Context: an optimization exercise on an open-source flow, tuned for small area, a short achievable clock period and few clock cycles. The choices shown serve that exercise and are no tape-out recipe.
The RTL was checked by simulation tests, not by an equivalence proof against the original design.
Power and IR drop assume default switching activity.

[flow/flow/run.sh]
#!/bin/bash
# The standard layout, unchanged except that repair_timing is asked to
# leave a setup margin, so that the paths that set the achieved period (bus
# outputs, din inputs, ALU) are sized and buffered for a short period rather
# than only for the 50 ns clock. The SDC, clock period and every other step
# are the standard ones.
set -euo pipefail
bash standard.sh SETUP_SLACK_MARGIN=38 finish > standard.log 2>&1
[flow/standard.sh]
#!/bin/bash
# synth_recipe.tcl (not shown) runs the flow's synth.tcl, then flattens the netlist and writes it again
# the make line also repeats each setting of config.mk as NAME=value (left out here)
make -C /OpenROAD-flow-scripts/flow DESIGN_CONFIG=/design/flow/config.mk WORK_HOME=/design/flow/orfs CLKGATE_MAP_FILE= SYNTH_SCRIPT=/design/flow/synth_recipe.tcl "${@:-finish}"
[flow/config.mk]
export PLATFORM = sky130hd
export DESIGN_NAME = processor_16b
export DESIGN_NICKNAME = processor_16b
export VERILOG_FILES = /design/flow/design.v
export SDC_FILE = /design/flow/constraint.sdc
export NUM_CORES = 4
export LEC_CHECK = 0
export CAP_MARGIN = 20
export CORE_MARGIN = 2
export CORE_UTILIZATION = 55
export CTS_BUF_LIST = sky130_fd_sc_hd__clkbuf_16
export CTS_CLUSTER_DIAMETER = 80
export CTS_CLUSTER_SIZE = 25
export PLACE_DENSITY = 0.7
export SLEW_MARGIN = 20
[flow/constraint.sdc]
create_clock -name core_clock -period 50.0 [get_ports {clk}]
set_input_delay 10.0000 -clock core_clock [delete_from_list [all_inputs] [get_ports {clk}]]
set_output_delay 10.0000 -clock core_clock [all_outputs]
set_load 0.01 [all_outputs]
[flow/design.v]
`timescale 1ns / 1ps
module processor_16b(
input clk, rst,
input [15:0] din,
output [15:0] dataout, address,
output [7:0] status,
output mem_wr
    );
    reg        exe;             
    reg        dv;              
    reg        mv;              
    reg [15:0] pc;              
    reg [15:0] ir;
    reg [15:0] opa, opb;        
    reg        fN, fZ, fC;
    reg [16:0] acc;             
    reg [15:0] quo;             
    reg [3:0]  cnt;             
    reg        d_ua;            
    reg        d_ub;            
    reg        d_wr;            
    reg        d_cal;           
    reg        d_ill;           
    function legal_f;
        input [15:0] w;
        legal_f = (w[15:12] == 4'b0100) && (w[11:7] <= 5'd17);
    endfunction
    wire [2:0] wa = ir[8:6];
    wire [4:0] k  = ir[11:7];
    wire legal = legal_f(ir);
    wire op_add = legal && k == 5'd0;
    wire op_sub = legal && k == 5'd1;
    wire op_mul = legal && k == 5'd2;
    wire op_div = legal && k == 5'd4;
    wire op_inc = legal && k == 5'd5;
    wire op_dec = legal && k == 5'd6;
    wire op_and = legal && k == 5'd7;
    wire op_or  = legal && k == 5'd8;
    wire op_xor = legal && k == 5'd9;
    wire op_not = legal && k == 5'd10;
    wire op_ld  = legal && k == 5'd11;
    wire op_st  = legal && k == 5'd12;
    wire op_cal = legal && k == 5'd16;
    wire op_ret = legal && k == 5'd17;
    wire op_br  = legal && (k == 5'd13 || k == 5'd14 || k == 5'd15);
    wire [15:0] a = opa;
    wire [15:0] b = opb;
    wire        subm = op_sub || op_div;
    wire [15:0] yb   = op_inc ? 16'h0000 : op_dec ? 16'hFFFF : subm ? ~b : b;
    function [16:0] radd;
        input [15:0] x, y;
        input        ci;
        integer i;
        reg c;
        begin
            c = ci;
            for (i = 0; i < 16; i = i + 1) begin
                radd[i] = x[i] ^ y[i] ^ c;
                c = (x[i] & y[i]) | (c & (x[i] ^ y[i]));
            end
            radd[16] = c;
        end
    endfunction
    function [8:0] radd8;
        input [7:0] x, y;
        input       ci;
        integer i;
        reg c;
        begin
            c = ci;
            for (i = 0; i < 8; i = i + 1) begin
                radd8[i] = x[i] ^ y[i] ^ c;
                c = (x[i] & y[i]) | (c & (x[i] ^ y[i]));
            end
            radd8[8] = c;
        end
    endfunction
    function [16:0] csadd;
        input [15:0] x, y;
        input        ci;
        reg [8:0] lo, h0, h1;
        begin
            lo = radd8(x[7:0], y[7:0], ci);
            h0 = radd8(x[15:8], y[15:8], 1'b0);
            h1 = radd8(x[15:8], y[15:8], 1'b1);
            csadd = {lo[8] ? h1 : h0, lo[7:0]};
        end
    endfunction
    function gtf;
        input [15:0] x, y;                            
        integer i;
        reg c;
        begin
            c = 1'b0;
            for (i = 0; i < 16; i = i + 1)
                c = (y[i] & ~x[i]) | (c & ~(x[i] ^ y[i]));
            gtf = c;
        end
    endfunction
    wire [16:0] sum  = csadd(a, yb, subm || op_inc);
    wire        cry  = sum[16] ^ subm;                
    function [4:0] blen;
        input [15:0] x;
        integer i;
        begin
            blen = 5'd0;
            for (i = 0; i < 16; i = i + 1)
                if (x[i]) blen = i + 1;
        end
    endfunction
    wire [4:0] la = blen(a);
    wire [4:0] lb = blen(b);
    wire [3:0] d0 = la[3:0] - lb[3:0];
    wire b_zero = (b == 16'd0);
    wire div_one = (la == lb);                        
    wire b_gt_a = gtf(a, b);
    wire div_trivial = b_zero || b_gt_a || div_one;    
    wire [15:0] rem   = acc[15:0];
    wire [15:0] bs    = b << cnt;
    wire [16:0] rsum  = csadd(rem, ~bs, 1'b1);
    wire [16:0] rdiff = {~rsum[16], rsum[15:0]};      
    wire        qbit  = ~rdiff[16];
    wire [15:0] qnext = {quo[14:0], qbit};
    function [2:0] topdig;                            
        input [15:0] x;
        begin
            if (x[15])              topdig = 3'd5;
            else if (|x[14:12])     topdig = 3'd4;
            else if (|x[11:9])      topdig = 3'd3;
            else if (|x[8:6])       topdig = 3'd2;
            else if (|x[5:3])       topdig = 3'd1;
            else                    topdig = 3'd0;
        end
    endfunction
    wire [2:0]  ja  = topdig(a);
    wire [2:0]  jb  = topdig(b);
    wire        swp = (ja < jb);
    wire [15:0] mx  = swp ? a : b;
    wire [15:0] mm  = swp ? b : a;
    wire [2:0]  mj0 = swp ? ja : jb;                  
    wire [2:0]  mj  = mv ? cnt[2:0] : mj0;
    reg  [2:0]  dg;
    always @(*) begin
        case (mj)
            3'd0: dg = mx[2:0];
            3'd1: dg = mx[5:3];
            3'd2: dg = mx[8:6];
            3'd3: dg = mx[11:9];
            3'd4: dg = mx[14:12];
            default: dg = {2'b00, mx[15]};
        endcase
    end
    wire [16:0] mbase = mv ? {acc[13:0], 3'b000} : 17'd0;
    wire [16:0] mres  = mbase + ({17{dg[0]}} & {1'b0, mm}) + ({17{dg[1]}} & {mm, 1'b0})
                      + ({17{dg[2]}} & {mm[14:0], 2'b00});
    wire        mlast = (mj == 3'd0);
    wire s_q   = dv;
    wire s_m   = mv || op_mul;
    wire s_sum = !dv && !mv && (op_add || op_sub || op_inc || op_dec);
    wire s_dv  = !dv && !mv && op_div;
    wire s_and = !dv && !mv && op_and;
    wire s_or  = !dv && !mv && op_or;
    wire s_xor = !dv && !mv && op_xor;
    wire s_not = !dv && !mv && op_not;
    wire s_b   = !(s_q || s_m || s_sum || s_dv || s_and || s_or || s_xor || s_not);
    wire [15:0] res = ({16{s_q}} & qnext) | ({16{s_m}} & mres[15:0]) | ({16{s_sum}} & sum[15:0])
                    | ({16{s_dv && b_zero}}) | {15'd0, s_dv && !b_gt_a}
                    | ({16{s_and}} & (a & b)) | ({16{s_or}} & (a | b)) | ({16{s_xor}} & (a ^ b))
                    | ({16{s_not}} & ~a) | ({16{s_b}} & b);
    wire setf = dv || mv || op_add || op_sub || op_mul || op_div;
    wire cres = (s_m && mres[16]) || (!dv && !mv && (op_add || op_sub) && cry);
    wire div_go  = op_div && !div_trivial;             
    wire div_end = dv && (cnt == 4'd0);
    wire mul_go  = op_mul && !mlast;                   
    wire mul_end = mv && mlast;
    wire seq = exe && !dv && !mv && legal && !(op_ld || op_st || op_cal || op_ret || div_go || mul_go);
    wire fetch = !exe || seq || div_end || mul_end;
    wire to_fetch = exe && (op_ld || op_st || op_cal || op_ret);
    wire wr_reg = exe && !dv && !mv && legal && !(op_st || op_cal || op_ret || op_br || div_go || mul_go) ||
                  div_end || mul_end;
    wire wr_fwd = wr_reg && !op_ld;
    assign address = d_ua ? a : d_ub ? b : pc;
    reg [15:0] pinc;
    integer pi;
    reg pcy;
    always @(*) begin
        pcy = 1'b1;
        for (pi = 0; pi < 16; pi = pi + 1) begin
            pinc[pi] = address[pi] ^ pcy;
            pcy = pcy & address[pi];
        end
    end
    assign dataout = d_cal ? pc : b;
    assign mem_wr  = d_wr;
    assign status  = d_ill ? 8'hF0 : 8'h00;
    wire [15:0] wdata = rst ? 16'd0 : op_ld ? din : res;
    wire [15:0] rf [0:7];
    genvar g;
    generate for (g = 0; g < 8; g = g + 1) begin : regs
        reg [15:0] r;
        wire en = rst || (wr_reg && wa == g);
        always @(posedge clk)
            if (en) r <= wdata;
        assign rf[g] = r;
    end endgenerate
    wire [2:0]  nfa = din[5:3];
    wire [2:0]  nsa = din[2:0];
    wire        fwa = wr_fwd && wa == nfa;
    wire        fwb = wr_fwd && wa == nsa;
    reg  [15:0] na, nb;
    integer ri;
    always @(*) begin
        na = {16{fwa}} & res;
        nb = {16{fwb}} & res;
        for (ri = 0; ri < 8; ri = ri + 1) begin
            na = na | ({16{nfa == ri && !(wr_fwd && wa == ri)}} & rf[ri]);
            nb = nb | ({16{nsa == ri && !(wr_fwd && wa == ri)}} & rf[ri]);
        end
    end
    wire        nz  = (wr_fwd && setf) ? (res == 16'd0) : fZ;
    wire [4:0]  nk  = din[11:7];
    wire        nl  = legal_f(din);
    always @(posedge clk)
        if (fetch) begin
            ir  <= din;
            opa <= na;
            opb <= nb;
        end
    always @(posedge clk) begin
        if (rst || (!fetch && to_fetch)) begin
            d_ua <= 1'b0; d_ub <= 1'b0; d_wr <= 1'b0; d_cal <= 1'b0; d_ill <= 1'b0;
        end else if (fetch) begin
            d_ua  <= nl && (nk == 5'd12 || nk == 5'd16 || nk == 5'd17);
            d_ub  <= nl && (nk == 5'd11 || nk == 5'd13 || (nk == 5'd14 && nz) || (nk == 5'd15 && !nz));
            d_wr  <= nl && (nk == 5'd12 || nk == 5'd16);
            d_cal <= nl && nk == 5'd16;
            d_ill <= !nl;
        end
    end
    always @(posedge clk) begin
        if (div_go && exe && !dv && !mv) begin
            acc <= {1'b0, a};
            quo <= 16'd0;
            cnt <= d0;
        end else if (mul_go && exe && !dv && !mv) begin
            acc <= mres;
            cnt <= {1'b0, mj0 - 3'd1};
        end else if (dv) begin
            if (qbit)
                acc[15:0] <= rdiff[15:0];
            quo <= qnext;
            cnt <= cnt - 4'd1;
        end else if (mv) begin
            acc <= mres;
            cnt <= cnt - 4'd1;
        end
    end
    always @(posedge clk) begin
        if (rst)
            {fN, fZ, fC} <= 3'b000;
        else if (wr_reg && setf)
            {fN, fZ, fC} <= {res[15], res == 16'd0, cres};
    end
    always @(posedge clk) begin
        if (rst) begin
            exe <= 1'b0;
            dv  <= 1'b0;
            mv  <= 1'b0;
            pc  <= 16'd0;
        end else begin
            if (fetch) begin
                pc  <= pinc;
                exe <= 1'b1;
            end else if (to_fetch) begin
                exe <= 1'b0;
                if (op_cal)
                    pc <= b;
                if (op_ret)
                    pc <= din;
            end
            if (div_go && exe && !dv && !mv)
                dv <= 1'b1;
            else if (div_end)
                dv <= 1'b0;
            if (mul_go && exe && !dv && !mv)
                mv <= 1'b1;
            else if (mul_end)
                mv <= 1'b0;
        end
    end
endmodule
==> impl_results.md, run 1 <==
- Status: complete, no violations
- Dominant synthesized flop cell: edfxtp_1
- Placer Congestion: 0.984
- H-tree depth: 1
- Most common cell after layout, fill and taps aside: edfxtp_1
- RR Endpoint: regs[1].r[15]$_DFFE_PP_
- Via density: 6.89
- Clock sink count: 230
- Fmax: 83.4 MHz
- Port bufs: 54
- Hold endpoint: fZ$_SDFFE_PP0P_
- Ports: just under 60
- Share of the yosys chip area belonging to registers: between 30 and 40%
- Total number of vias: between 15000 and 20000
- Mapped cell area: between 15000 and 20000 um2
- Least-Margin Pin Slew: 1.15 ns
- Final ANT Viol Nets: 0
- R2R Setup Slk: 39.60 ns
- CP Cell Sequence: nand2_1 -> o21ai_2 -> clkdlybuf4s50_1
- Yosys warning total: 1
- Initial Util: 55.6%
- Final Util: 61.5%
- Hold path cells: 2
- Clk_skew: 0.0432 ns
- # fillers: 2640
- Grt ovf: 0
- Hold Path Origin: fZ$_SDFFE_PP0P_
- TritonCTS Buffers: 16
- FF+latch count, synth: between 200 and 250
- Root buf cell: clkbuf_16
- P&R area growth vs syn: 10.6%
- CTS tree: yes
- Design area: 19300 um2
- Setup violators final: 0
- Largest net degree at the start of global routing: 57
- Mapped Cells: about 1900
- RSZ-0062 raised after global routing: yes
- Post-Syn Area per Cell: approximately 9.4 um2
- Longest Clk Path Bufs: 3
- Gr usage total: around 37%
- Die height: around 180 um
- Maxcap violations: 0
- P_leak: roughly 7.6 nW
- R2R Path Start: ir[13]$_DFFE_PN_
- Clock Latency Late Sink: roughly 0.53 ns
- Initial antenna violation count: 1
- Final hold vios: 0
- First-pass GRT wire length: 92500 um
- Critical path class: reg2out
- Hold crit path type: reg2reg
- Worst vdd ir: 0.0000282 V
- Reg clk slew, reported paths: about 0.10 ns
- Die Area: ~33000 um2
- Total Power: 0.635 mW
- Number of global-route vias before repair: 15100
- CP max-delay cell: edfxtp_1
- Reg2Reg Depth: 28
- DR pass1 iterations: 7
- Max FO, Critical Path: 6
- Drt initial violations: 2360
- WP data arrival: a little under 2 ns
- Placement Cell Area: around 18000 um2
- Post-synth EDFFs: between 150 and 200
- Total Neg Setup Slack: 0 ns
- Yosys cell types: 83
- CP required: around 40 ns
- Final net count: approximately 2000
- DRT Wirelength: 62600 um
- Core ar.: ~31000 um2
- Routed WL per cell: approximately 27 um
- Startpoint Class: flip-flop
- Post-DP HPWL: around 43000 um
- CP Capture Type: output port
- Drt drc: 0
- Most frequent cells in the layout: edfxtp_1 (190), nor2_1 (188), nand2_1 (163)
- Share of layout cells above drive strength 1: slightly above 9%
- Pwr Density: roughly 33 nW/um2
- Fin crit share: roughly a quarter
- Period minus WS final: roughly 12 ns
- Pins Over Slew Limit: 0
- Async SR Flop Fraction: 0%
- Slew margin rel.: a little under a quarter
- Die width: approximately 180 um
- # rows: 65
- Crit path largest cell delay: roughly 0.65 ns
[cells in the mapped netlist (all sizes together) (6+ instances only)]
| cell | number | area, um2 |
|---|---|---|
| xnor2 | 16 | 140 |
| xor2 | 14 | 123 |
| o21ai | 102 | 510 |
| a221oi | 41 | 359 |
| clkbuf | 110 | 414 |
| a211oi | 36 | 270 |
| o31a | 7 | 61.3 |
| nand3 | 55 | 275 |
| nor4 | 8 | 50.1 |
| a21o | 10 | 75.1 |
| a22o | 35 | 307 |
| mux2i | 90 | 905 |
| edfxtp | 190 | 5710 |
| nor2 | 189 | 709 |
| nor3 | 35 | 180 |
| nand4 | 8 | 50.1 |
| nand2b | 34 | 213 |
| and2 | 12 | 75.1 |
| nand2 | 163 | 612 |
| o221ai | 8 | 70.1 |
| a21oi | 132 | 661 |
| o2111a | 6 | 67.6 |
| fa | 55 | 1100 |
| a2111oi | 12 | 218 |
| inv | 112 | 420 |
| or2 | 16 | 100 |
| dfxtp | 40 | 801 |
| o211ai | 16 | 120 |
| nand3b | 7 | 52.6 |
| o21a | 6 | 52.6 |
| o22ai | 6 | 37.5 |
| ha | 90 | 1130 |
| and4 | 6 | 52.6 |
| nor2b | 17 | 106 |
| a22oi | 16 | 120 |
| a31oi | 15 | 93.8 |
| o2111ai | 12 | 105 |
| a222oi | 26 | 260 |
| buf | 27 | 168 |
| or4 | 7 | 52.6 |
[how the worst max path moves through the flow]
| stage | from | end | slack, ns | cells after the start |
|---|---|---|---|---|
| 2_1_floorplan | din[1] | opb[10]$_DFFE_PN_ | 38.23 | 7 |
| 3_5_place_dp | din[2] | opb[8]$_DFFE_PN_ | 37.42 | 8 |
| 6_report | opa[1]$_DFFE_PN_ | address[1] | 38.01 | 3 |
| 3_3_place_gp | din[13] | d_ub$_SDFFE_PP0N_ | 37.49 | 6 |
| 4_1_cts | din[13] | d_ub$_SDFFE_PP0N_ | 38.00 | 6 |
| 5_1_grt | opb[12]$_DFFE_PN_ | address[12] | 37.92 | 4 |
[kinds of logic (layout without fill, tap and decap cells)]
family	count (synthesis)	in the layout	synth area share, %
other	1	6	0.0215
AO/OA/AOI/OAI	521	521	21.2
adder cells (fa/ha/maj)	145	145	12.8
flip-flops	230	230	37.3
multiplexers	96	96	5.72
XOR/XNOR	32	32	1.77
buffers and inverters	250	273	5.76
AND/OR/NAND/NOR	580	580	15.5
[cell type report]
cell class | count | area [um2] | share of cell area, %
clock inverters | 8 | 80.1 | 0.415
flip-flops and latches | 230 | 6520 | 33.8
multi-input cells | 1378 | 10000 | 51.9
repair buffers | 136 | 1320 | 6.84
inverters | 113 | 454 | 2.35
clock buffers | 16 | 400 | 2.07
well taps | 402 | 503 | 2.61
diodes | 2 | 5.00 | 0.0259
[registers in the layout, summed over array words and instances, names as in the netlist]
| signal | cells |
|---|---|
| acc | 16 |
| mv | 1 |
| cnt | 4 |
| d_ua | 1 |
| pc | 16 |
| d_ub | 1 |
| d_cal | 1 |
| fZ | 1 |
| d_wr | 1 |
| regs.r | 128 |
| d_ill | 1 |
| opb | 16 |
| exe | 1 |
| ir | 10 |
| opa | 16 |
| quo | 15 |
| dv | 1 |
[worst max-delay path: cells and delay by family, from the launching register on]
family | cells | cell delay (ns)
buf+inv | 1 | 0.56
simple gates | 1 | 0.13
flops | 1 | 0.65
compound gates | 1 | 0.11
[stage by stage]
stage,instances,hold WS (ns),setup WS [ns]
global route,2284,0.487,37.92
CTS,2278,0.463,38.00
finish,2285,0.468,38.01
floorplan,1858,0.432,38.23
global placement,2230,0.441,37.49
detailed placement,2230,0.449,37.42
[what timing repair did]
item | 4_1_cts | 5_1_grt
setup buffers | 24 | 5
gates resized for setup | 72 | 24
endpoints found under the setup margin | 37 | 33
hold buffers | 0 | 0
pin swaps | 0 | 1
[report_power, final]
group	internal [mW]	total (mW)	switching, mW
combinational	0.0983	0.263	0.165
clock	0.0608	0.133	0.0725
sequential	0.228	0.238	0.0108
[layer usage]
metal,track usage (%),wire length (um)
met5,1.04,0
met4,22.1,4200
met3,7.74,7680
met2,58.4,28200
met1,47.2,22600
Testbench counts, summed over its fixed seeds: cycles 29,935.
==> inputs of run 2 (changes only) <==
==> flow/flow/run.sh (replaced) <==
#!/bin/bash
# The standard layout, with two changes in how it is made:
#  - repair_timing is asked to leave a setup margin, so that the paths that
#    set the achieved period (bus outputs, din inputs, ALU) are sized and
#    buffered for a short period rather than only for the 50 ns clock;
#  - every port still gets its buffer, but a plain buf_2 is asked for rather
#    than the delay cells the port buffering otherwise picks.
# The SDC, clock period, synthesis and every other step are the standard ones.
set -euo pipefail
bash standard.sh SETUP_SLACK_MARGIN=38.4 "BUFFER_PORTS_ARGS=-buffer_cell sky130_fd_sc_hd__buf_2" finish > standard.log 2>&1
==> run 2 against run 1 <==
Compared with the run above: register-to-register slack worse by 0.28 ns; sequential power hardly changed; die area stayed put; clock-buffer cell count stayed put; sequential share of layout area is 0.059 points higher; design area is 0.18% lower; clock skew is 0.012 ns lower; first-iteration DRC count is 5.2% higher.
==> impl_results.md, run 2 <==
- Slew margin rel.: between 10% and 20%
- WP data arrival: between 1.5 and 2 ns
- Top cells by area, synth: edfxtp_1 (33%), ha_1 (6.5%), fa_1 (6.3%)
- Clk_skew: 0.0312 ns
- RR Endpoint: d_ub$_SDFFE_PP0N_
- Clk pwr share: about 22%
- Final net count: roughly 2100
- WHS: 0.470 ns
- Yosys cell types: 83
- Gr usage total: a little under two fifths
- R2R Path Start: ir[13]$_DFFE_PN_
- CTS tree: yes
- RSZ-0062 raised after global routing: yes
- Number of global-route vias before repair: between 15000 and 20000
- Placement Setup Slack: roughly 38 ns
- Flop pwr share: 37.1%
- Most common cell after layout, fill and taps aside: edfxtp_1
- Crit path launch: opb[5]$_DFFE_PN_
- Share of the synthesized area in the top cell type: about a third
- Most frequent cells in the layout: edfxtp_1 (190), nor2_1 (188), nand2_1 (163)
- Pwr Density: 33.4 nW/um2
- Mapped Cells: around 1900
- Largest net degree at the start of global routing: 60
- Critical path class: reg2out
- Design area: 19300 um2
- Grt ovf: 0
- Share of layout cells above drive strength 1: 13.2%
- P&R area growth vs syn: 10.4%
- Routed WL per cell: about 27 um
- Fmax: approximately 86 MHz
- Total Power: 0.643 mW
- Largest Register: regs.r
- Status: complete, no violations
- Yosys warning total: 1
- Least-Margin Pin Slew: about 1.2 ns
- Reg clk slew, reported paths: 0.10 ns
- CP required: 40.00 ns
- Post-synth EDFFs: between 150 and 200
- Mapped cell area: 17500 um2
- Final Util: 61.4%
- Drt drc: 0
- Post-route insts no fill: ~2300
- Initial antenna violation count: 2
- Setup violators final: 0
- Drt initial violations: 2483
- Clock Latency Late Sink: around 0.53 ns
- Period minus WS final: between 10 and 15 ns
- # fillers: around 2700
- Max FO, Critical Path: 9
- Root buf cell: clkbuf_16
- Placed insts: ~2200
- Ports: between 50 and 60
- Total Neg Setup Slack: 0 ns
- Placer Congestion: ~0.99
- Placement Cell Area: between 15000 and 20000 um2
- Largest register FFs: 128
- Port bufs: 54
- Clock sink count: 230
- TritonCTS Buffers: 16
- Worst Setup EP: address[5]
- Total number of vias: around 16000
- Final ANT Viol Nets: 0
- Final worst slack: approximately 38 ns
- Pins Over Slew Limit: 0
- P_leak: around 7.6 nW
- Fin crit share: a little under a quarter
- Die height: roughly 180 um
- Commonest cells post-synth: edfxtp_1 (190), nor2_1 (189), nand2_1 (163)
- DRT Wirelength: 63400 um
- Async SR Flop Fraction: 0%
- Startpoint Class: flip-flop
- Final hold vios: 0
- Hold crit path type: reg2reg
- Top-count cell post-synth: edfxtp_1
- Core ar.: between 30000 and 40000 um2
- Post-Syn Area per Cell: 9.41 um2
- Sw Pwr: around 0.25 mW
- Longest Clk Path Bufs: 3
- Share of the yosys chip area belonging to registers: 37.3%
- Initial Util: around 56%
- H-tree depth: 1
- First-pass GRT wire length: between 90000 and 100000 um
- DR pass1 iterations: 9
- Worst vdd ir: ~0.000027 V
- Sw frac: between 30% and 40%
- Synth area leader: edfxtp_1
- Dominant synthesized flop cell: edfxtp_1
- R2R Setup Slk: between 30 and 40 ns
- Combinational power share: 41.4%
- Post-DP HPWL: 43400 um
- Die width: between 150 and 200 um
- Reg2Reg Depth: 30
- Internal: approximately 0.4 mW
- Maxcap violations: 0
- Die Area: about 33000 um2
- FF+latch count, synth: 230
- Via density: between 6 and 7
- # rows: 65
- CP Capture Type: output port
[run 2: cell counts after synthesis]
No cell type changed its count.
[run 2: worst min path at each step]
stage	start	endpoint	slack [ns]	cells after the start
finish	fZ$_SDFFE_PP0P_	fZ$_SDFFE_PP0P_	0.47	2
floorplan	fZ$_SDFFE_PP0P_	fZ$_SDFFE_PP0P_	0.43	2
CTS	fZ$_SDFFE_PP0P_	fZ$_SDFFE_PP0P_	0.47	2
detailed placement	fZ$_SDFFE_PP0P_	fZ$_SDFFE_PP0P_	0.46	2
global placement	fZ$_SDFFE_PP0P_	fZ$_SDFFE_PP0P_	0.44	2
global route	quo[7]$_SDFFE_PP0P_	quo[7]$_SDFFE_PP0P_	0.49	2
[run 2: critical path: stages (launching register included)]
cell      delay, ns
edfxtp_1       0.48
buf_12         0.19
mux2i_1        0.13
o21ai_1        0.11
buf_2          0.16
[run 2: repair_timing]
action / in CTS / in global routing
gates resized for setup: 64 / 23
setup endpoints to repair: 32 / 29
pin swaps: 0 / 6
hold buffers: 0 / 0
buffers inserted: 18 / 36
[run 2: power by group through the flow]
| stage | Clock [mW] | Sequential, mW | Combinational, mW |
|---|---|---|---|
| 6_report | 0.138 | 0.239 | 0.266 |
| 5_1_grt | 0.145 | 0.239 | 0.287 |
| 4_1_cts | 0.139 | 0.238 | 0.253 |
| 3_5_place_dp | 0 | 0.244 | 0.244 |
| 3_3_place_gp | 0 | 0.244 | 0.239 |
| 2_1_floorplan | 0 | 0.239 | 0.169 |
[run 2: cell type report]
class	count	area, um2	area share (%)
Inverter	113	462	2.40
Timing Repair Buffer	162	1260	6.56
Sequential cell	230	6520	33.8
Multi-Input combinational cell	1378	10000	52.0
Antenna cell	1	2.50	0.0130
Tap cell	402	503	2.61
Clock inverter	9	101	0.526
Clock buffer	16	400	2.08
[run 2: kinds of logic (layout without fill, tap and decap cells)]
kind of cell,after synthesis,after routing,share of synthesized area [%]
AO/OA/AOI/OAI,521,521,21.2
XOR/XNOR,32,32,1.77
adder cells (fa/ha/maj),145,145,12.8
buffers and inverters,250,300,5.76
flip-flops,230,230,37.3
multiplexers,96,96,5.72
other,1,5,0.0215
AND/OR/NAND/NOR,580,580,15.5
[run 2: metal layers]
metal | global-route usage [%] | share of wire, % | routed length (um) | vias up
met1 | 47.6 | 37 | 23400 | 7729
met5 | 0 | 0.028 | 18 | -
met2 | 59.6 | 45 | 28500 | 1115
li1 | - | - | - | 6927
met3 | 9.12 | 11 | 7240 | 277
met4 | 21.7 | 6.7 | 4260 | 2
==> inputs of run 3 (changes only) <==
--- a/flow/flow/run.sh
+++ b/flow/flow/run.sh
@@ -8,3 +8,3 @@
 # The SDC, clock period, synthesis and every other step are the standard ones.
 set -euo pipefail
-bash standard.sh SETUP_SLACK_MARGIN=38.4 "BUFFER_PORTS_ARGS=-buffer_cell sky130_fd_sc_hd__buf_2" finish > standard.log 2>&1
+bash standard.sh SETUP_SLACK_MARGIN=38 "BUFFER_PORTS_ARGS=-buffer_cell sky130_fd_sc_hd__buf_2" finish > standard.log 2>&1
==> run 3 against run 2 <==
Compared with the run above: combinational power is 4% lower; clock power hardly changed; sequential power hardly changed; hold slack worse by 0.0045 ns; critical path depth stayed put; cell count is 2.2% lower; critical path type unchanged; non-clock buffer count is 49 lower; synthesized cell count stayed put; die area stayed put; flip-flop and latch count stayed put; worst setup slack worse by 0.33 ns; utilization is 1.9 points lower.
==> impl_results.md, run 3 <==
- Inserted Diodes: 0
- Top-count cell post-synth: edfxtp_1
- Period minus WS final: 11.94 ns
- Pins Over Slew Limit: 0
- Mapped cell area: approximately 17000 um2
- Via density: 6.92
- Drt drc: 0
- Mapped Cells: 1855
- Routed WL per cell: roughly 27 um
- Initial Util: roughly 56%
- # rows: 65
- TritonCTS Buffers: 16
- Combinational power share: roughly 40%
- Sw Pwr: between 0.2 and 0.25 mW
- Slew margin rel.: about a quarter
- Share of the yosys chip area belonging to registers: a little under two fifths
- Synth area leader: edfxtp_1
- DR pass1 iterations: 10
- Clk_skew: a little over 0.03 ns
- Port bufs: 54
- Design area: ~19000 um2
- Largest register FFs: roughly 130
- Fmax: roughly 84 MHz
- H-tree depth: 1
- Hold crit path type: reg2reg
- Least-Margin Pin Slew: 1.14 ns
- Critical path class: reg2out
- WHS: ~0.47 ns
- Final Util: approximately three fifths
- Startpoint Class: flip-flop
- Final worst slack: 38.06 ns
- Yosys cell types: 83
- CP Capture Type: output port
- Drt initial violations: 2208
- Share of the synthesized area in the top cell type: between 30% and 40%
- Pwr Density: 33.9 nW/um2
- Grt ovf: 0
- Fin crit share: approximately a quarter
- Root buf cell: clkbuf_16
- DRT Wirelength: about 60000 um
- Final net count: a little over 2000
- Maxcap violations: 0
- First-pass GRT wire length: around 92000 um
- Largest Register: regs.r
- Sw frac: 39.3%
- Setup violators final: 0
- Core ar.: roughly 31000 um2
- Number of global-route vias before repair: 15100
- CP required: roughly 40 ns
- Placement Setup Slack: between 30 and 40 ns
- Post-synth EDFFs: 190
- Async SR Flop Fraction: 0%
- Largest net degree at the start of global routing: 60
- Top cells by area, synth: edfxtp_1 (33%), ha_1 (6.5%), fa_1 (6.3%)
- Internal: about 0.38 mW
- Yosys warning total: 1
- Die width: 182 um
- Share of layout cells above drive strength 1: 10.1%
- Longest Clk Path Bufs: 3
- WP data arrival: just under 2 ns
- Die height: approximately 180 um
- CTS tree: yes
- Post-Syn Area per Cell: 9.41 um2
- Clk pwr share: between 20% and 30%
- P_leak: 7.32 nW
- Commonest cells post-synth: edfxtp_1 (190), nor2_1 (189), nand2_1 (163)
- Dominant synthesized flop cell: edfxtp_1
- RSZ-0062 raised after global routing: no
- Gr usage total: between 30 and 40%
- Total number of vias: approximately 16000
- Reg clk slew, reported paths: roughly 0.1 ns
- Total Neg Setup Slack: 0 ns
- Worst vdd ir: roughly 0.000033 V
- P&R area growth vs syn: 7.03%
- Clock sink count: 230
- Clock Latency Late Sink: roughly 0.53 ns
- Die Area: approximately 33000 um2
- Max FO, Critical Path: 14
- Status: complete, no violations
- FF+latch count, synth: 230
- Initial antenna violation count: 0
- Final hold vios: 0
- Post-DP HPWL: 42700 um
- Ports: just under 60
- Most common cell after layout, fill and taps aside: edfxtp_1
- Flop pwr share: between 30 and 40%
- Most frequent cells in the layout: edfxtp_1 (190), nor2_1 (188), nand2_1 (163)
- Placer Congestion: about 0.96
- Final ANT Viol Nets: 0
- Placement Cell Area: around 18000 um2
run 3: cell counts after synthesis:
Identical to the previous run, type by type.
run 3: cells by family (layout without fill, tap and decap cells):
kind of cell | Yosys count | after routing | share of synthesized area (%)
compound gates | 521 | 521 | 21.2
xor+xnor | 32 | 32 | 1.77
fa+ha+maj | 145 | 145 | 12.8
buf+inv | 250 | 250 | 5.76
flops | 230 | 230 | 37.3
mux | 96 | 96 | 5.72
other cells | 1 | 4 | 0.0215
simple gates | 580 | 580 | 15.5
run 3: layout make-up:
class	count	area [um2]
fill	2724	12700
tap	402	503
multi-input combinational	1378	10000
sequential	230	6510
inverter	113	428
clock buffer	16	400
timing repair buffer	113	721
clock inverter	8	118
run 3: final timing paths:
check,slack (ns),end,depth (start not counted),start
worst max-delay path,38.06,dataout[4],4,opb[4]$_DFFE_PN_
worst min-delay path,0.47,fZ$_SDFFE_PP0P_,2,fZ$_SDFFE_PP0P_
worst max register to register,39.34,d_ub$_SDFFE_PP0N_,30,ir[13]$_DFFE_PN_
worst min register to register,0.47,fZ$_SDFFE_PP0P_,2,fZ$_SDFFE_PP0P_
run 3: per-stage QoR:
step	std cells	power, mW
after global routing	2260	0.661
after global placement	2230	0.484
after CTS	2259	0.626
final	2260	0.633
after detailed placement	2231	0.489
after floorplan	1858	0.408
run 3: repair_timing:
| action | CTS | global route |
|---|---|---|
| endpoints found under the setup margin | 20 | 3 |
| hold buffers | 0 | 0 |
| gates resized for setup | 4 | 1 |
| setup buffers | 4 | 0 |
| pin swaps | 0 | 0 |
run 3: power by group through the flow:
| stage | combinational [mW] | clock (mW) | sequential, mW |
|---|---|---|---|
| after floorplan | 0.169 | 0 | 0.239 |
| after global placement | 0.239 | 0 | 0.244 |
| after detailed placement | 0.244 | 0 | 0.245 |
| after CTS | 0.248 | 0.139 | 0.239 |
| after global routing | 0.276 | 0.144 | 0.241 |
| final | 0.255 | 0.137 | 0.240 |
run 3: routing by layer:
layer  vias to the layer above  track usage [%]  part of all wire, %
met5                         -                0                    0
met4                         0             21.3                  7.1
met3                       290             6.61                   10
met2                      1064             58.2                   45
met1                      7463             47.6                   38
li1                       6820                -                    -
run 3: worst max-delay path: stages (launching register included):
cell and delay (ns):
edfxtp_1 0.35, buf_4 0.30, inv_1 0.26, o21ai_0 0.31, buf_2 0.19
==> inputs of run 4 (changes only) <==
--- a/flow/design.v
+++ b/flow/design.v
@@ -15,5 +15,4 @@
     reg        fN, fZ, fC;
     reg [16:0] acc;             
-    reg [15:0] quo;             
     reg [3:0]  cnt;             
     reg        d_ua;            
@@ -116,10 +115,10 @@
     wire b_gt_a = gtf(a, b);
     wire div_trivial = b_zero || b_gt_a || div_one;    
-    wire [15:0] rem   = acc[15:0];
+    wire [15:0] rem   = opa;
     wire [15:0] bs    = b << cnt;
     wire [16:0] rsum  = csadd(rem, ~bs, 1'b1);
     wire [16:0] rdiff = {~rsum[16], rsum[15:0]};      
     wire        qbit  = ~rdiff[16];
-    wire [15:0] qnext = {quo[14:0], qbit};
+    wire [15:0] qnext = {acc[14:0], qbit};
     function [2:0] topdig;                            
         input [15:0] x;
@@ -226,5 +225,6 @@
             opa <= na;
             opb <= nb;
-        end
+        end else if (dv && qbit)
+            opa <= rdiff[15:0];
     always @(posedge clk) begin
         if (rst || (!fetch && to_fetch)) begin
@@ -240,6 +240,5 @@
     always @(posedge clk) begin
         if (div_go && exe && !dv && !mv) begin
-            acc <= {1'b0, a};
-            quo <= 16'd0;
+            acc <= 17'd0;
             cnt <= d0;
         end else if (mul_go && exe && !dv && !mv) begin
@@ -247,7 +246,5 @@
             cnt <= {1'b0, mj0 - 3'd1};
         end else if (dv) begin
-            if (qbit)
-                acc[15:0] <= rdiff[15:0];
-            quo <= qnext;
+            acc[15:0] <= qnext;
             cnt <= cnt - 4'd1;
         end else if (mv) begin
==> run 4 against run 3 <==
Compared with the run above: still clean on timing, DRC and antenna; clock power down 7%; synthesized cell count is 3.4% lower; via count rose by 0.31%; combinational power up 4%; critical path depth shrank 1; power fell by 1.4%.
==> impl_results.md, run 4 <==
- Status: complete, no violations
- Root buf cell: clkbuf_16
- Total number of vias: roughly 16000
- Total Power: a little over 0.6 mW
- Gr usage total: between 40% and 50%
- Final ANT Viol Nets: 0
- Max FO, Critical Path: 11
- CP Capture Type: output port
- Most common cell after layout, fill and taps aside: nand2_1
- Grt ovf: 0
- Main combinational cell family by area after synthesis: compound AO/OA/AOI/OAI gates
- Placement Setup Slack: about 38 ns
- Top-count cell post-synth: nand2_1
- RR Endpoint: regs[5].r[15]$_DFFE_PP_
- Share of the yosys chip area belonging to registers: a little over a third
- P_leak: around 7.1 nW
- Clk_skew: ~0.05 ns
- Met2 usage: just over 60%
- WP data arrival: 1.98 ns
- Final Util: approximately three fifths
- Final worst slack: 38.02 ns
- Fin crit share: about a quarter
- Routing usage on met3: 8.97%
- Post-DP HPWL: approximately 45000 um
- Final net count: a little under 2000
- R2R Setup Slk: between 30 and 40 ns
- Via density: between 7 and 8
- Simple-Gate Fraction of Synth Area: about 15%
- Initial antenna violation count: 2
- R2R Path Start: ir[13]$_DFFE_PN_
- Die Area: approximately 32000 um2
- Largest net degree at the start of global routing: a little under 60
- Largest Register: regs.r
- Maxcap violations: 0
- Longest Clk Path Bufs: 3
- # fillers: 2582
- Placement Cell Area: around 17000 um2
- Compound-Gate Fraction of Synth Area: between 20 and 30%
- Top cells by area, synth: edfxtp_1 (31%), ha_1 (6.7%), fa_1 (6.6%)
- Reg2Reg Depth: 29
- Hold Path Origin: fZ$_SDFFE_PP0P_
- Yosys warning total: 1
- Ports: 59
- Startpoint Class: flip-flop
- Pwr Density: approximately 35 nW/um2
- First-pass GRT wire length: between 90000 and 100000 um
- Commonest cells post-synth: nand2_1 (181), edfxtp_1 (174), nor2_1 (162)
- Setup violators final: 0
- Post-Syn Area per Cell: approximately 9.3 um2
- WHS: 0.454 ns
- Largest register FFs: approximately 130
- RSZ-0062 raised after global routing: no
- Core ar.: 29800 um2
- Share of layout cells above drive strength 1: roughly 12%
- Hold crit path type: reg2reg
- Port bufs: between 50 and 60
- Die width: around 180 um
- Adder-Cell Fraction of Synth Area: 13.4%
- Worst vdd ir: approximately 0.000042 V
- Period minus WS final: about 12 ns
- Clock Latency Late Sink: 0.53 ns
- Placer Congestion: between 1 and 1.5
- Dominant synthesized flop cell: edfxtp_1
- Number of global-route vias before repair: ~15000
- DRT Wirelength: approximately 65000 um
- Share of the synthesized area in the top cell type: a little under a third
- Post-route insts no fill: 2195
- Least-Margin Pin Slew: ~1.1 ns
- Hold_buf cts: 0
- Async SR Flop Fraction: 0%
- Final hold vios: 0
- XOR/XNOR Fraction of Synth Area: 1.81%
- CTS tree: yes
- Placed insts: about 2200
- P&R area growth vs syn: 7.50%
- Reg clk slew, reported paths: ~0.09 ns
- Design area: roughly 18000 um2
- DR pass1 iterations: 11
- Most frequent cells in the layout: nand2_1 (181), edfxtp_1 (174), nor2_1 (161)
- Clock sink count: between 200 and 250
- Initial Util: 56.0%
- Crit path launch: opb[12]$_DFFE_PN_
- Pins Over Slew Limit: 0
- Drt initial violations: roughly 2700
- Mapped Cells: 1792
- Slew margin rel.: 25.9%
- Mux cell area share after synthesis: under 10%
- GR peak layer: met2
- # rows: 63
- Drt drc: 0
- Yosys cell types: 94
- CP required: 40.00 ns
- FF+latch count, synth: 214
- TritonCTS Buffers: 16
- Post-synth EDFFs: about 170
- Total Neg Setup Slack: 0 ns
- Critical path class: reg2out
- Synth area leader: edfxtp_1
- Global Route met1 Usage: 54.4%
- Worst Setup EP: dataout[12]
- Die height: ~180 um
- Routed WL per cell: roughly 29 um
- Fmax: 83.5 MHz
- Mapped cell area: around 17000 um2
- H-tree depth: 1
## run 4: power by group
part | switching [mW] | internal (mW) | total [mW] | leakage [nW]
clock | 0.0674 | 0.0604 | 0.128 | 0.236
sequential | 0.0176 | 0.213 | 0.231 | 2.09
combinational | 0.173 | 0.0923 | 0.265 | 4.79
## run 4: worst max-delay path: stages (launching register included)
cell	delay (ns)
edfxtp_1	0.77
inv_2	0.28
o21ai_0	0.23
buf_2	0.16
## run 4: final cells by class
type	instances	area, um2	area share, %
well taps	390	488	2.72
diodes	1	2.50	0.0139
flip-flops and latches	214	6030	33.6
multi-input cells	1354	9830	54.8
repair buffers	120	766	4.27
clock inverters	7	82.6	0.460
clock buffers	16	400	2.23
inverters	93	349	1.95
## run 4: per-layer routing
metal  wire [um]  up-vias  share of wire [%]
li1            -     6722                  -
met4        4830        2                7.5
met2       27600     1231                 43
met3        7610      272                 12
met5          12        -              0.019
met1       24500     7459                 38
## run 4: how the worst min path moves through the flow
stage | endpoint | slack (ns) | depth (start not counted)
finish | fZ$_SDFFE_PP0P_ | 0.45 | 2
global route | fZ$_SDFFE_PP0P_ | 0.48 | 2
CTS | fZ$_SDFFE_PP0P_ | 0.46 | 2
detailed placement | fZ$_SDFFE_PP0P_ | 0.45 | 2
global placement | fZ$_SDFFE_PP0P_ | 0.44 | 2
floorplan | fZ$_SDFFE_PP0P_ | 0.43 | 2
## run 4: what timing repair did
action | CTS | global route
resized for setup | 3 | 1
setup endpoints to repair | 23 | 1
buffers inserted | 10 | 0
## run 4: logic make-up (layout without fill, tap and decap cells)
group                    after synthesis  after routing
XOR/XNOR                              33             33
multiplexers                          46             46
other                                  1              5
AO/OA/AOI/OAI                        591            591
AND/OR/NAND/NOR                      534            534
flip-flops                           214            214
buffers and inverters                227            236
adder cells (fa/ha/maj)              146            146
Testbench counts of run 4, summed over its fixed seeds: cycles 29,935.
==> inputs of run 5 (changes only) <==
--- a/flow/design.v
+++ b/flow/design.v
@@ -113,5 +113,5 @@
     wire b_zero = (b == 16'd0);
     wire div_one = (la == lb);                        
-    wire b_gt_a = gtf(a, b);
+    wire b_gt_a = cry;                                
     wire div_trivial = b_zero || b_gt_a || div_one;    
     wire [15:0] rem   = opa;
==> run 5 against run 4 <==
Compared with the run above: area after synthesis fell by 1.0%; hold slack better by 0.018 ns; sequential share of layout area up 0.17 points; non-clock buffer count is 13 higher; die area fell by 1.0%; synthesized cell count is 3.7% lower; maximum frequency about the same; worst setup slack improved by 0.0042 ns; register-to-register slack worse by 1.1 ns; clock-buffer cell count shrank 1; via count fell by 2.1%; largest power group unchanged.
==> impl_results.md, run 5 <==
- Status: complete, no violations
- First-pass GRT wire length: 93700 um
- Ports: 59
- CP required: around 40 ns
- P&R area growth vs syn: 8.08%
- Share of the yosys chip area belonging to registers: between 30% and 40%
- Maxcap violations: 0
- Pins Over Slew Limit: 0
- Die Area: ~31000 um2
- WP data arrival: 1.98 ns
- Max FO, Critical Path: 12
- Largest register FFs: around 130
- Critical path class: reg2out
- Period minus WS final: 11.98 ns
- Final net count: 1882
- Die height: about 180 um
- Most frequent cells in the layout: edfxtp_1 (174), nand2_1 (169), nor2_1 (148)
- H-tree depth: 1
- Hold_buf cts: 0
- Final hold vios: 0
- DRT Wirelength: approximately 64000 um
- Share of layout cells above drive strength 1: roughly an eighth
- Design area: ~18000 um2
- Most common cell after layout, fill and taps aside: edfxtp_1
- Largest net degree at the start of global routing: 53
- Reg2Reg Depth: 31
- Drt initial violations: 2543
- TritonCTS Buffers: 15
- Synth area leader: edfxtp_1
- Final Util: between 60 and 70%
- Routed WL per cell: 30.0 um
- Initial Util: ~56%
- Drt drc: 0
- Clock sink count: between 200 and 250
- Total Neg Setup Slack: 0 ns
- Commonest cells post-synth: edfxtp_1 (174), nand2_1 (169), nor2_1 (148)
- RSZ-0062 raised after global routing: no
- Slew margin rel.: around a quarter
- Clock Latency Late Sink: 0.53 ns
- CP Capture Type: output port
- WHS: between 0.4 and 0.5 ns
- Yosys warning total: 1
- Post-DP HPWL: ~44000 um
- # rows: between 60 and 70
- Grt ovf: 0
- FF+latch count, synth: between 200 and 250
- Longest Clk Path Bufs: 3
- Total Power: approximately 0.63 mW
- Setup violators final: 0
- DR pass1 iterations: 9
- Number of global-route vias before repair: between 10000 and 15000
- Least-Margin Pin Slew: approximately 1.1 ns
- Fmax: roughly 83 MHz
- Post-synth EDFFs: between 150 and 200
- Mapped Cells: around 1700
- Reg clk slew, reported paths: roughly 0.1 ns
- Fin crit share: between 20% and 30%
- Clk_skew: 0.0418 ns
- Worst vdd ir: 0.0000421 V
- Pwr Density: around 35 nW/um2
- Final ANT Viol Nets: 0
- Total number of vias: about 15000
- Initial antenna violation count: 2
- Post-Syn Area per Cell: roughly 9.6 um2
- Die width: roughly 180 um
- Gr usage total: ~40%
- Hold crit path type: reg2reg
- Share of the synthesized area in the top cell type: a little under a third
- Placer Congestion: approximately 1.0
- Startpoint Class: flip-flop
- Root buf cell: clkbuf_16
- Hold path cells: 2
- Yosys cell types: 92
- Mapped cell area: roughly 17000 um2
- Placement Cell Area: about 17000 um2
- Dominant synthesized flop cell: edfxtp_1
- Via density: just over 7
- Port bufs: 54
- Largest Register: regs.r
- CTS tree: yes
- Core ar.: a little under 30000 um2
- P_leak: about 7 nW
- Top-count cell post-synth: edfxtp_1
- Top cells by area, synth: edfxtp_1 (32%), fa_1 (6.8%), ha_1 (5.6%)
- # fillers: between 2000 and 3000
- Async SR Flop Fraction: 0%
run 5: path summary, 6_finish.rpt:
path                            slack, ns             start               end
worst max-delay path                38.02  opb[9]$_DFFE_PN_        dataout[9]
worst min register to register       0.47   fZ$_SDFFE_PP0P_   fZ$_SDFFE_PP0P_
worst max register to register      38.39  ir[13]$_DFFE_PN_  opb[5]$_DFFE_PN_
worst min-delay path                 0.47   fZ$_SDFFE_PP0P_   fZ$_SDFFE_PP0P_
run 5: critical path: stages (launching register included):
cell and delay [ns]:
edfxtp_1 0.34, buf_4 0.23, clkinv_1 0.38, o21ai_0 0.32, buf_2 0.19
run 5: cells by family (layout without fill, tap and decap cells):
logic type      after synthesis  count (layout)  synth area share [%]
mux                          76              76                  5.07
buf+inv                     227             238                  5.65
xor+xnor                     33              33                  1.83
simple gates                511             511                  14.8
flops                       214             214                  36.5
compound gates              533             533                  23.8
other cells                   1               5                0.0227
fa+ha+maj                   130             130                  12.4
run 5: where the power goes:
part           total, mW  switching, mW  internal, mW
Clock              0.124         0.0640        0.0602
Combinational      0.276          0.175         0.101
Sequential         0.233         0.0189         0.214
run 5: metal layers:
layer / share of wire [%] / vias up / global-route usage (%)
li1: - / 6513 / -
met1: 37 / 7369 / 52.0
met2: 44 / 1173 / 62.4
met3: 12 / 303 / 10.5
met4: 6.9 / 2 / 23.1
met5: 0.014 / - / 0
run 5: metrics by stage:
step                std cells  setup slack [ns]
floorplan                1728             38.28
global placement         2084             37.92
detailed placement       2084             37.86
CTS                      2121             38.01
global route             2129             38.01
finish                   2130             38.02
run 5: area by class of cell:
class | count | area, um2 | area share (%)
Antenna cell | 1 | 2.50 | 0.0140
Clock buffer | 15 | 375 | 2.10
Clock inverter | 7 | 62.6 | 0.350
Inverter | 83 | 318 | 1.78
Multi-Input combinational cell | 1287 | 9680 | 54.2
Sequential cell | 214 | 6030 | 33.8
Tap cell | 390 | 488 | 2.73
Timing Repair Buffer | 133 | 895 | 5.01
run 5: timing repair:
action | CTS | global route
setup endpoints to repair | 25 | 35
pin swaps | 0 | 4
resized for setup | 4 | 5
buffers inserted | 15 | 7
endpoints found under the hold margin | 0 | 0
Testbench counts of run 5, summed over its fixed seeds: cycles 29,935.
==> inputs of run 6 (changes only) <==
--- a/flow/flow/run.sh
+++ b/flow/flow/run.sh
@@ -8,3 +8,3 @@
 # The SDC, clock period, synthesis and every other step are the standard ones.
 set -euo pipefail
-bash standard.sh SETUP_SLACK_MARGIN=38 "BUFFER_PORTS_ARGS=-buffer_cell sky130_fd_sc_hd__buf_2" finish > standard.log 2>&1
+bash standard.sh SETUP_SLACK_MARGIN=37.8 "BUFFER_PORTS_ARGS=-buffer_cell sky130_fd_sc_hd__buf_2" finish > standard.log 2>&1
==> run 6 against run 5 <==
Compared with the run above: maximum frequency decreased by 2.0%; critical endpoint is now dataout[14]; utilization down 0.21 points; clock-buffer cell count stayed put.
==> impl_results.md, run 6 <==
- Largest net degree at the start of global routing: between 50 and 60
- Dominant synthesized flop cell: edfxtp_1
- RSZ-0062 raised after global routing: no
- Routed WL per cell: roughly 30 um
- Grt ovf: 0
- Post-DP HPWL: approximately 44000 um
- Post-Syn Area per Cell: 9.58 um2
- # rows: 63
- Multi-input gate area: approximately 9700 um2
- Synth area leader: edfxtp_1
- FF+latch count, synth: between 200 and 250
- CP Capture Type: output port
- Die Area: 31400 um2
- Final hold vios: 0
- Initial Util: a little under three fifths
- Hold crit path type: reg2reg
- CP required: 40.00 ns
- TritonCTS Buffers: 15
- Reg clk slew, reported paths: approximately 0.1 ns
- Startpoint Class: flip-flop
- Fmax: roughly 82 MHz
- WHS: roughly 0.47 ns
- Final Util: 60.0%
- Total Power: approximately 0.63 mW
- Total number of vias: roughly 15000
- Design area: 17800 um2
- Drt drc: 0
- Initial antenna violation count: 1
- Total Neg Setup Slack: 0 ns
- Placer Congestion: roughly 1
- Ports: 59
- Port bufs: 54
- Number of global-route vias before repair: between 10000 and 15000
- Critical path class: reg2out
- Reg area: between 6000 and 7000 um2
- Mapped cell area: between 15000 and 20000 um2
- Commonest cells post-synth: edfxtp_1 (174), nand2_1 (169), nor2_1 (148)
- Max FO, Critical Path: 11
- Longest Clk Path Bufs: 3
- R2R Setup Slk: between 30 and 40 ns
- Final net count: roughly 1900
- Final ANT Viol Nets: 0
- P&R area growth vs syn: 7.71%
- Async SR Flop Fraction: 0%
- Pins Over Slew Limit: 0
- Gr usage total: 40.6%
- DR pass1 iterations: 9
- # fillers: between 2000 and 3000
- WP data arrival: between 2 and 2.5 ns
- Root buf cell: clkbuf_16
- Crit path largest cell delay: 0.84 ns
- Fin crit share: approximately a quarter
- Via density: 7.24
- Mapped Cells: 1725
- Least-Margin Pin Slew: ~1.2 ns
- Setup violators final: 0
- DRT Wirelength: between 60000 and 70000 um
- Share of the synthesized area in the top cell type: 31.6%
- Die height: about 180 um
- Placement Cell Area: between 15000 and 20000 um2
- P_leak: about 7 nW
- Top-count cell post-synth: edfxtp_1
- Yosys warning total: 1
- Most frequent cells in the layout: edfxtp_1 (174), nand2_1 (169), nor2_1 (148)
- Clk_skew: ~0.039 ns
- Post-synth EDFFs: between 150 and 200
- Share of layout cells above drive strength 1: around an eighth
- Drt initial violations: roughly 2600
- Pwr Density: ~36 nW/um2
- Share of the yosys chip area belonging to registers: 36.5%
- Maxcap violations: 0
- Clock Latency Late Sink: approximately 0.52 ns
- CP max-delay cell: edfxtp_1
- Worst vdd ir: 0.0000424 V
- First-pass GRT wire length: ~94000 um
- Clock sink count: approximately 210
- Top cells by area, synth: edfxtp_1 (32%), fa_1 (6.8%), ha_1 (5.6%)
- Yosys cell types: 92
- Status: complete, no violations
- Core ar.: slightly below 30000 um2
- H-tree depth: 1
- Period minus WS final: approximately 12 ns
- Largest Register: regs.r
- CP Cell Sequence: inv_1 -> o21ai_0 -> buf_2
- CTS tree: yes
- Largest register FFs: 128
- Die width: 177 um
- Most common cell after layout, fill and taps aside: edfxtp_1
- Slew margin rel.: 20.7%
run 6: cell count changes in the layout (fill, tap and decap cells not counted):
| cell | before | now |
|---|---|---|
| nor4b_2 | 1 | 2 |
| nand3_1 | 31 | 32 |
| clkinv_2 | 2 | 1 |
| buf_12 | 2 | 0 |
| inv_1 | 77 | 78 |
| nand3_2 | 1 | 0 |
| dfxtp_1 | 37 | 38 |
| nor4b_4 | 2 | 1 |
| clkbuf_8 | 1 | 0 |
| dfxtp_4 | 1 | 0 |
| buf_6 | 0 | 1 |
run 6: what timing repair did:
item / in CTS / in global routing
setup buffers: 4 / 16
endpoints found under the setup margin: 17 / 13
hold buffers: 0 / 0
resized for setup: 2 / 2
run 6: layer usage:
layer	global-route usage (%)	part of all wire, %	wire length, um	vias to the layer above
li1	-	-	-	6499
met1	52.7	37	23800	7402
met2	61.9	43	27900	1208
met3	9.79	12	8010	304
met4	23.6	7.1	4550	0
met5	0	0	0	-
run 6: cell families (layout without fill, tap and decap cells):
family / after synthesis / count (layout) / share of synthesized area [%]
compound gates: 533 / 533 / 23.8
xor+xnor: 33 / 33 / 1.83
fa+ha+maj: 130 / 130 / 12.4
buf+inv: 227 / 236 / 5.65
flops: 214 / 214 / 36.5
mux: 76 / 76 / 5.07
other cells: 1 / 5 / 0.0227
simple gates: 511 / 511 / 14.8
run 6: cell type report:
type	count	area share, %
diodes	1	0.0141
clock buffers	15	2.11
clock inverters	7	0.352
inverters	83	1.78
multi-input cells	1287	54.3
flip-flops and latches	214	33.9
well taps	390	2.74
repair buffers	131	4.79
run 6: worst max-delay path: cells and delay by family, from the launching register on:
kind | cells | cell delay [ns]
buffers and inverters | 2 | 0.56
flip-flops | 1 | 0.84
AO/OA/AOI/OAI | 1 | 0.28
run 6: final timing paths:
| kind | startpoint | to | cells past startpoint |
|---|---|---|---|
| worst min-delay path | fZ$_SDFFE_PP0P_ | fZ$_SDFFE_PP0P_ | 2 |
| worst max-delay path | opb[14]$_DFFE_PN_ | dataout[14] | 3 |
| worst max register to register | ir[13]$_DFFE_PN_ | opa[10]$_DFFE_PP_ | 31 |
| worst min register to register | fZ$_SDFFE_PP0P_ | fZ$_SDFFE_PP0P_ | 2 |
run 6: per-stage QoR:
step	setup slack (ns)	cells
finish	37.78	2128
global route	37.81	2127
CTS	37.84	2110
detailed placement	37.86	2084
global placement	37.92	2084
floorplan	38.28	1728
run 6: report_power, final:
group,switching [mW],total [mW],internal (mW)
combinational,0.175,0.276,0.101
sequential,0.0189,0.233,0.214
clock,0.0636,0.124,0.0602
==> inputs of run 7 (changes only) <==
--- a/flow/flow/run.sh
+++ b/flow/flow/run.sh
@@ -8,3 +8,3 @@
 # The SDC, clock period, synthesis and every other step are the standard ones.
 set -euo pipefail
-bash standard.sh SETUP_SLACK_MARGIN=37.8 "BUFFER_PORTS_ARGS=-buffer_cell sky130_fd_sc_hd__buf_2" finish > standard.log 2>&1
+bash standard.sh SETUP_SLACK_MARGIN=38 "BUFFER_PORTS_ARGS=-buffer_cell sky130_fd_sc_hd__buf_2" finish > standard.log 2>&1
--- a/flow/config.mk
+++ b/flow/config.mk
@@ -8,8 +8,8 @@
 export CAP_MARGIN = 20
 export CORE_MARGIN = 2
-export CORE_UTILIZATION = 55
+export CORE_UTILIZATION = 65
 export CTS_BUF_LIST = sky130_fd_sc_hd__clkbuf_16
-export CTS_CLUSTER_DIAMETER = 80
-export CTS_CLUSTER_SIZE = 25
-export PLACE_DENSITY = 0.7
+export CTS_CLUSTER_DIAMETER = 100
+export CTS_CLUSTER_SIZE = 30
+export PLACE_DENSITY = 0.8
 export SLEW_MARGIN = 20
==> run 7 against run 6 <==
Compared with the run above: non-clock buffer count fell by 10; largest power group unchanged; synthesized cell count unchanged; cell count shrank 3.5%; worst setup slack improved by 0.17 ns; critical endpoint is now dataout[12]; area after synthesis stayed put; power is 3.2% lower; clock skew is 0.0061 ns lower; design area decreased by 1.3%; flip-flop and latch count unchanged; sequential power about the same; hold slack improved by 0.0083 ns; still clean on timing, DRC and antenna.
==> impl_results.md, run 7 <==
- Die Area: 26700 um2
- # rows: 58
- Share of the synthesized area in the top cell type: a little under a third
- Pwr Density: roughly 35 nW/um2
- Total Neg Setup Slack: 0 ns
- Sw Pwr: between 0.2 and 0.3 mW
- CTS tree: yes
- Longest Clk Path Bufs: 3
- Share of layout cells above drive strength 1: about an eighth
- WHS: roughly 0.48 ns
- Largest net degree at the start of global routing: 53
- Mapped Cells: between 1500 and 2000
- Routed WL per cell: 30.6 um
- Reg clk slew, reported paths: about 0.10 ns
- P_leak: roughly 7 nW
- Worst vdd ir: between 0.00004 and 0.00005 V
- Startpoint Class: flip-flop
- Top cells by area, synth: edfxtp_1 (32%), fa_1 (6.8%), ha_1 (5.6%)
- Grt ovf: 0
- Hold Path Origin: acc[5]$_SDFFE_PP0P_
- Fmax: about 83 MHz
- Dominant synthesized flop cell: edfxtp_1
- R2R Setup Slk: roughly 38 ns
- P&R area growth vs syn: 6.29%
- Via density: between 7 and 8
- Async SR Flop Fraction: 0%
- Clock sink count: 214
- Synth area leader: edfxtp_1
- Internal: between 0.3 and 0.4 mW
- Maxcap violations: 0
- Mapped cell area: 16500 um2
- Placement Cell Area: about 17000 um2
- Clk_skew: 0.0332 ns
- Least-Margin Pin Slew: approximately 1.2 ns
- Die height: 163 um
- R2R Path Start: ir[13]$_DFFE_PN_
- Post-Syn Area per Cell: 9.58 um2
- DR pass1 iterations: 10
- Final net count: roughly 1900
- Fin crit share: about a quarter
- Drt drc: 0
- Gr usage total: 47.6%
- Share of the yosys chip area belonging to registers: ~36%
- CP Capture Type: output port
- First-pass GRT wire length: 93400 um
- H-tree depth: 1
- Clock Latency Late Sink: around 0.51 ns
- # fillers: approximately 2000
- Yosys warning total: 1
- Initial antenna violation count: 2
- Port bufs: 54
- Most common cell after layout, fill and taps aside: edfxtp_1
- Largest register FFs: ~130
- Sw frac: ~41%
- DRT Wirelength: ~63000 um
- Root buf cell: clkbuf_16
- Commonest cells post-synth: edfxtp_1 (174), nand2_1 (169), nor2_1 (148)
- Core ar.: 25000 um2
- Total number of vias: ~16000
- Reg2Reg Depth: 29
- Combinational power share: 44.3%
- Most frequent cells in the layout: edfxtp_1 (174), nand2_1 (168), nor2_1 (148)
- Hold path cells: 2
- Hold crit path type: reg2reg
- Initial Util: approximately 66%
- Largest Register: regs.r
- Drt initial violations: roughly 2700
- TritonCTS Buffers: 12
- Placer Congestion: between 1 and 1.5
- WP data arrival: roughly 2 ns
- Top-count cell post-synth: edfxtp_1
- Post-synth EDFFs: approximately 170
- Critical path class: reg2out
- Placed insts: just over 2000
- Max FO, Critical Path: 10
- Post-DP HPWL: ~43000 um
- Design area: approximately 18000 um2
- Final ANT Viol Nets: 0
- Slew margin rel.: between 20% and 30%
- Pins Over Slew Limit: 0
- RSZ-0062 raised after global routing: no
- Yosys cell types: slightly above 90
- Final hold vios: 0
- Number of global-route vias before repair: 15000
- Hold endpoint: acc[5]$_SDFFE_PP0P_
- Flop pwr share: 38.3%
- Total Power: approximately 0.6 mW
- FF+latch count, synth: roughly 210
- RR Endpoint: opa[15]$_DFFE_PP_
- Die width: between 150 and 200 um
- Crit path launch: opb[12]$_DFFE_PN_
- Ports: slightly below 60
- Status: complete, no violations
- Hold_buf cts: 0
- Clk pwr share: approximately 17%
- Setup violators final: 0
- CP required: ~40 ns
- Post-route insts no fill: about 2100
- Period minus WS final: ~12 ns
## run 7: per-stage QoR
stage / utilization (%) / setup slack, ns
2_1_floorplan: - / 38.28
3_3_place_gp: 68.1 / 37.98
3_5_place_dp: 68.1 / 37.90
4_1_cts: 69.9 / 38.02
5_1_grt: 70.1 / 38.01
6_report: 70.1 / 37.96
## run 7: layout make-up
class | count | area [um2] | area share [%]
Inverter | 83 | 323 | 1.84
Multi-Input combinational cell | 1287 | 9660 | 55.0
Timing Repair Buffer | 121 | 777 | 4.42
Antenna cell | 3 | 7.51 | 0.0428
Clock inverter | 4 | 50.0 | 0.285
Clock buffer | 12 | 300 | 1.71
Tap cell | 330 | 413 | 2.35
Sequential cell | 214 | 6030 | 34.3
## run 7: timing repair
action                     CTS  global route
setup endpoints to repair   24            37
gates resized for setup      5             9
buffers inserted            10             2
gates cloned                 0             0
## run 7: cells by family after synthesis
| kind of cell | after synthesis | synth area share [%] |
|---|---|---|
| adder cells (fa/ha/maj) | 130 | 12.4 |
| XOR/XNOR | 33 | 1.83 |
| AND/OR/NAND/NOR | 511 | 14.8 |
| AO/OA/AOI/OAI | 533 | 23.8 |
| multiplexers | 76 | 5.07 |
| flip-flops | 214 | 36.5 |
| other | 1 | 0.0227 |
| buffers and inverters | 227 | 5.65 |
## run 7: worst max-delay path, cell delays in order, from the launching register on
cell and delay (ns):
edfxtp_1 0.74, clkinv_2 0.40, o21ai_0 0.25, buf_2 0.16
## run 7: how the worst max path moves through the flow
| stage | to | slack (ns) | cells past startpoint |
|---|---|---|---|
| after floorplan | opa[9]$_DFFE_PP_ | 38.28 | 8 |
| after global placement | opa[10]$_DFFE_PP_ | 37.98 | 8 |
| after detailed placement | opa[9]$_DFFE_PP_ | 37.90 | 8 |
| after CTS | address[0] | 38.02 | 3 |
| after global routing | dataout[12] | 38.01 | 3 |
| final | dataout[12] | 37.96 | 3 |
## run 7: power by group through the flow
stage,combinational (mW),sequential (mW),clock (mW)
6_report,0.272,0.235,0.107
5_1_grt,0.292,0.235,0.111
4_1_cts,0.262,0.232,0.106
3_5_place_dp,0.255,0.238,0
3_3_place_gp,0.249,0.238,0
2_1_floorplan,0.183,0.228,0
## run 7: per-layer routing
| metal | track usage (%) | share of wire [%] |
|---|---|---|
| met1 | 58.8 | 34 |
| met2 | 70.1 | 42 |
| met3 | 16.9 | 16 |
| met4 | 32.0 | 8.9 |
| met5 | 0 | 0 |
==> inputs of run 8 (changes only) <==
--- a/flow/flow/run.sh
+++ b/flow/flow/run.sh
@@ -8,3 +8,3 @@
 # The SDC, clock period, synthesis and every other step are the standard ones.
 set -euo pipefail
-bash standard.sh SETUP_SLACK_MARGIN=38 "BUFFER_PORTS_ARGS=-buffer_cell sky130_fd_sc_hd__buf_2" finish > standard.log 2>&1
+bash standard.sh SETUP_SLACK_MARGIN=38.2 "BUFFER_PORTS_ARGS=-buffer_cell sky130_fd_sc_hd__buf_2" finish > standard.log 2>&1
==> run 8 against run 7 <==
Compared with the run above: power up 0.45%; area after synthesis did not move; hold slack is essentially flat; first-iteration DRC count up 1.6%; synthesized cell count unchanged; design area up 0.46%; global-route usage is essentially flat; cell count grew 0.29%; clock skew decreased by 0.0043 ns; highest routed layer is now met5.
==> impl_results.md, run 8 <==
- Clock Latency Late Sink: just over 0.5 ns
- Final worst slack: around 38 ns
- RSZ-0062 raised after global routing: yes
- Setup violators final: 0
- CP Cell Sequence: inv_1 -> o21ai_0 -> buf_2
- Design area: 17600 um2
- Slew margin rel.: 20.9%
- Reg2Reg Depth: 31
- Critical path class: reg2out
- WP data arrival: around 1.9 ns
- # rows: 58
- Post-synth EDFFs: around 170
- Gr usage total: 47.6%
- Mapped cell area: 16500 um2
- Status: complete, no violations
- Inserted Diodes: 0
- Top-count cell post-synth: edfxtp_1
- Initial antenna violation count: 1
- DR pass1 iterations: 10
- Hold endpoint: acc[5]$_SDFFE_PP0P_
- Clock sink count: 214
- Worst vdd ir: 0.0000483 V
- P_leak: roughly 7 nW
- Drt drc: 0
- Routed WL per cell: around 30 um
- Root buf cell: clkbuf_16
- Largest net degree at the start of global routing: 53
- Post-DP HPWL: between 40000 and 50000 um
- Pwr Density: between 30 and 40 nW/um2
- Die Area: between 20000 and 30000 um2
- Final Util: between 70% and 80%
- DRT Wirelength: roughly 63000 um
- Synth area leader: edfxtp_1
- Initial Util: about 66%
- Total Neg Setup Slack: 0 ns
- CP Capture Type: output port
- Ports: 59
- Share of layout cells above drive strength 1: a little over an eighth
- CP max-delay cell: edfxtp_1
- P&R area growth vs syn: 6.78%
- CTS tree: yes
- Final hold vios: 0
- Hold crit path type: reg2reg
- Max FO, Critical Path: 6
- Hold Path Origin: acc[5]$_SDFFE_PP0P_
- Least-Margin Pin Slew: 1.17 ns
- Grt ovf: 0
- Async SR Flop Fraction: 0%
- Pins Over Slew Limit: 0
- Most common cell after layout, fill and taps aside: edfxtp_1
- Crit path largest cell delay: around 0.53 ns
- Largest Register: regs.r
- RR Endpoint: opa[15]$_DFFE_PP_
- Maxcap violations: 0
- Period minus WS final: roughly 12 ns
- FF+latch count, synth: about 210
- Post-Syn Area per Cell: around 9.6 um2
- Share of the yosys chip area belonging to registers: a little over a third
- Via density: about 7.7
- Final ANT Viol Nets: 0
- Longest Clk Path Bufs: 3
- Reg clk slew, reported paths: between 0.1 and 0.15 ns
- Fmax: 84.4 MHz
- Total Power: between 0.6 and 0.7 mW
- H-tree depth: 1
- First-pass GRT wire length: 93500 um
- Share of the synthesized area in the top cell type: a little under a third
- TritonCTS Buffers: 12
- R2R Path Start: ir[13]$_DFFE_PN_
- R2R Setup Slk: between 30 and 40 ns
- Total number of vias: between 15000 and 20000
==> run 8: cell counts after synthesis <==
No cell type changed its count.
==> run 8: report_power, final <==
part	internal, mW	switching, mW
Sequential	0.214	0.0192
Combinational	0.101	0.174
Clock	0.0459	0.0617
Total	0.361	0.255
==> run 8: how the worst max path moves through the flow <==
stage,end,slack [ns],cells past startpoint
2_1_floorplan,opa[9]$_DFFE_PP_,38.28,8
3_3_place_gp,opa[10]$_DFFE_PP_,37.98,8
3_5_place_dp,opa[9]$_DFFE_PP_,37.90,8
4_1_cts,address[0],38.19,3
5_1_grt,dataout[2],38.18,3
6_report,dataout[2],38.15,3
==> run 8: critical path, delay by kind of cell, from the launching register on <==
kind / cells / cell delay [ns]
buffers and inverters: 2 / 0.62
AO/OA/AOI/OAI: 1 / 0.19
flip-flops: 1 / 0.53
==> run 8: repair_timing <==
item                                    CTS  global route
pin swaps                                 0             0
gates resized for setup                   9            17
cloned                                    0             0
setup buffers                            12             9
endpoints found under the setup margin   31            45
==> run 8: kinds of logic after synthesis <==
family	count (synthesis)	share of synthesized area (%)
buffers and inverters	227	5.65
and+or+nand+nor	511	14.8
AOI/OAI and AO/OA	533	23.8
muxes	76	5.07
DFF	214	36.5
other	1	0.0227
xor gates and xnor gates	33	1.83
adders and majority gates	130	12.4
==> run 8: routing by layer <==
metal / track usage, % / wire length, um / part of all wire, % / up-vias
met4: 32.5 / 5630 / 8.9 / 4
met3: 15.9 / 9950 / 16 / 387
met2: 69.9 / 26400 / 42 / 1574
li1: - / - / - / 6496
met5: 1.14 / 53 / 0.084 / -
met1: 59.4 / 21100 / 33 / 7301
==> run 8: final cells by class <==
class                   count  area (um2)
clock inverters             4        50.0
fillers                  1946        7400
clock buffers              12         300
repair buffers            130         845
well taps                 330         413
flip-flops and latches    214        6030
multi-input cells        1287        9670
inverters                  83         334
==> run 8: per-stage QoR <==
| stage | hold WS (ns) | std cells |
|---|---|---|
| 5_1_grt | 0.500 | 2060 |
| 6_report | 0.479 | 2060 |
| 2_1_floorplan | 0.432 | 1728 |
| 3_3_place_gp | 0.442 | 2022 |
| 3_5_place_dp | 0.460 | 2023 |
| 4_1_cts | 0.473 | 2051 |

Setup slack of run 8, layout unchanged: 38.154 ns with ideal ports, 38.105 ns with driving cells assumed (clock clkbuf_16, inputs buf_2), 37.886 ns with port delays also shifted by the 0.546 ns mid clock arrival.
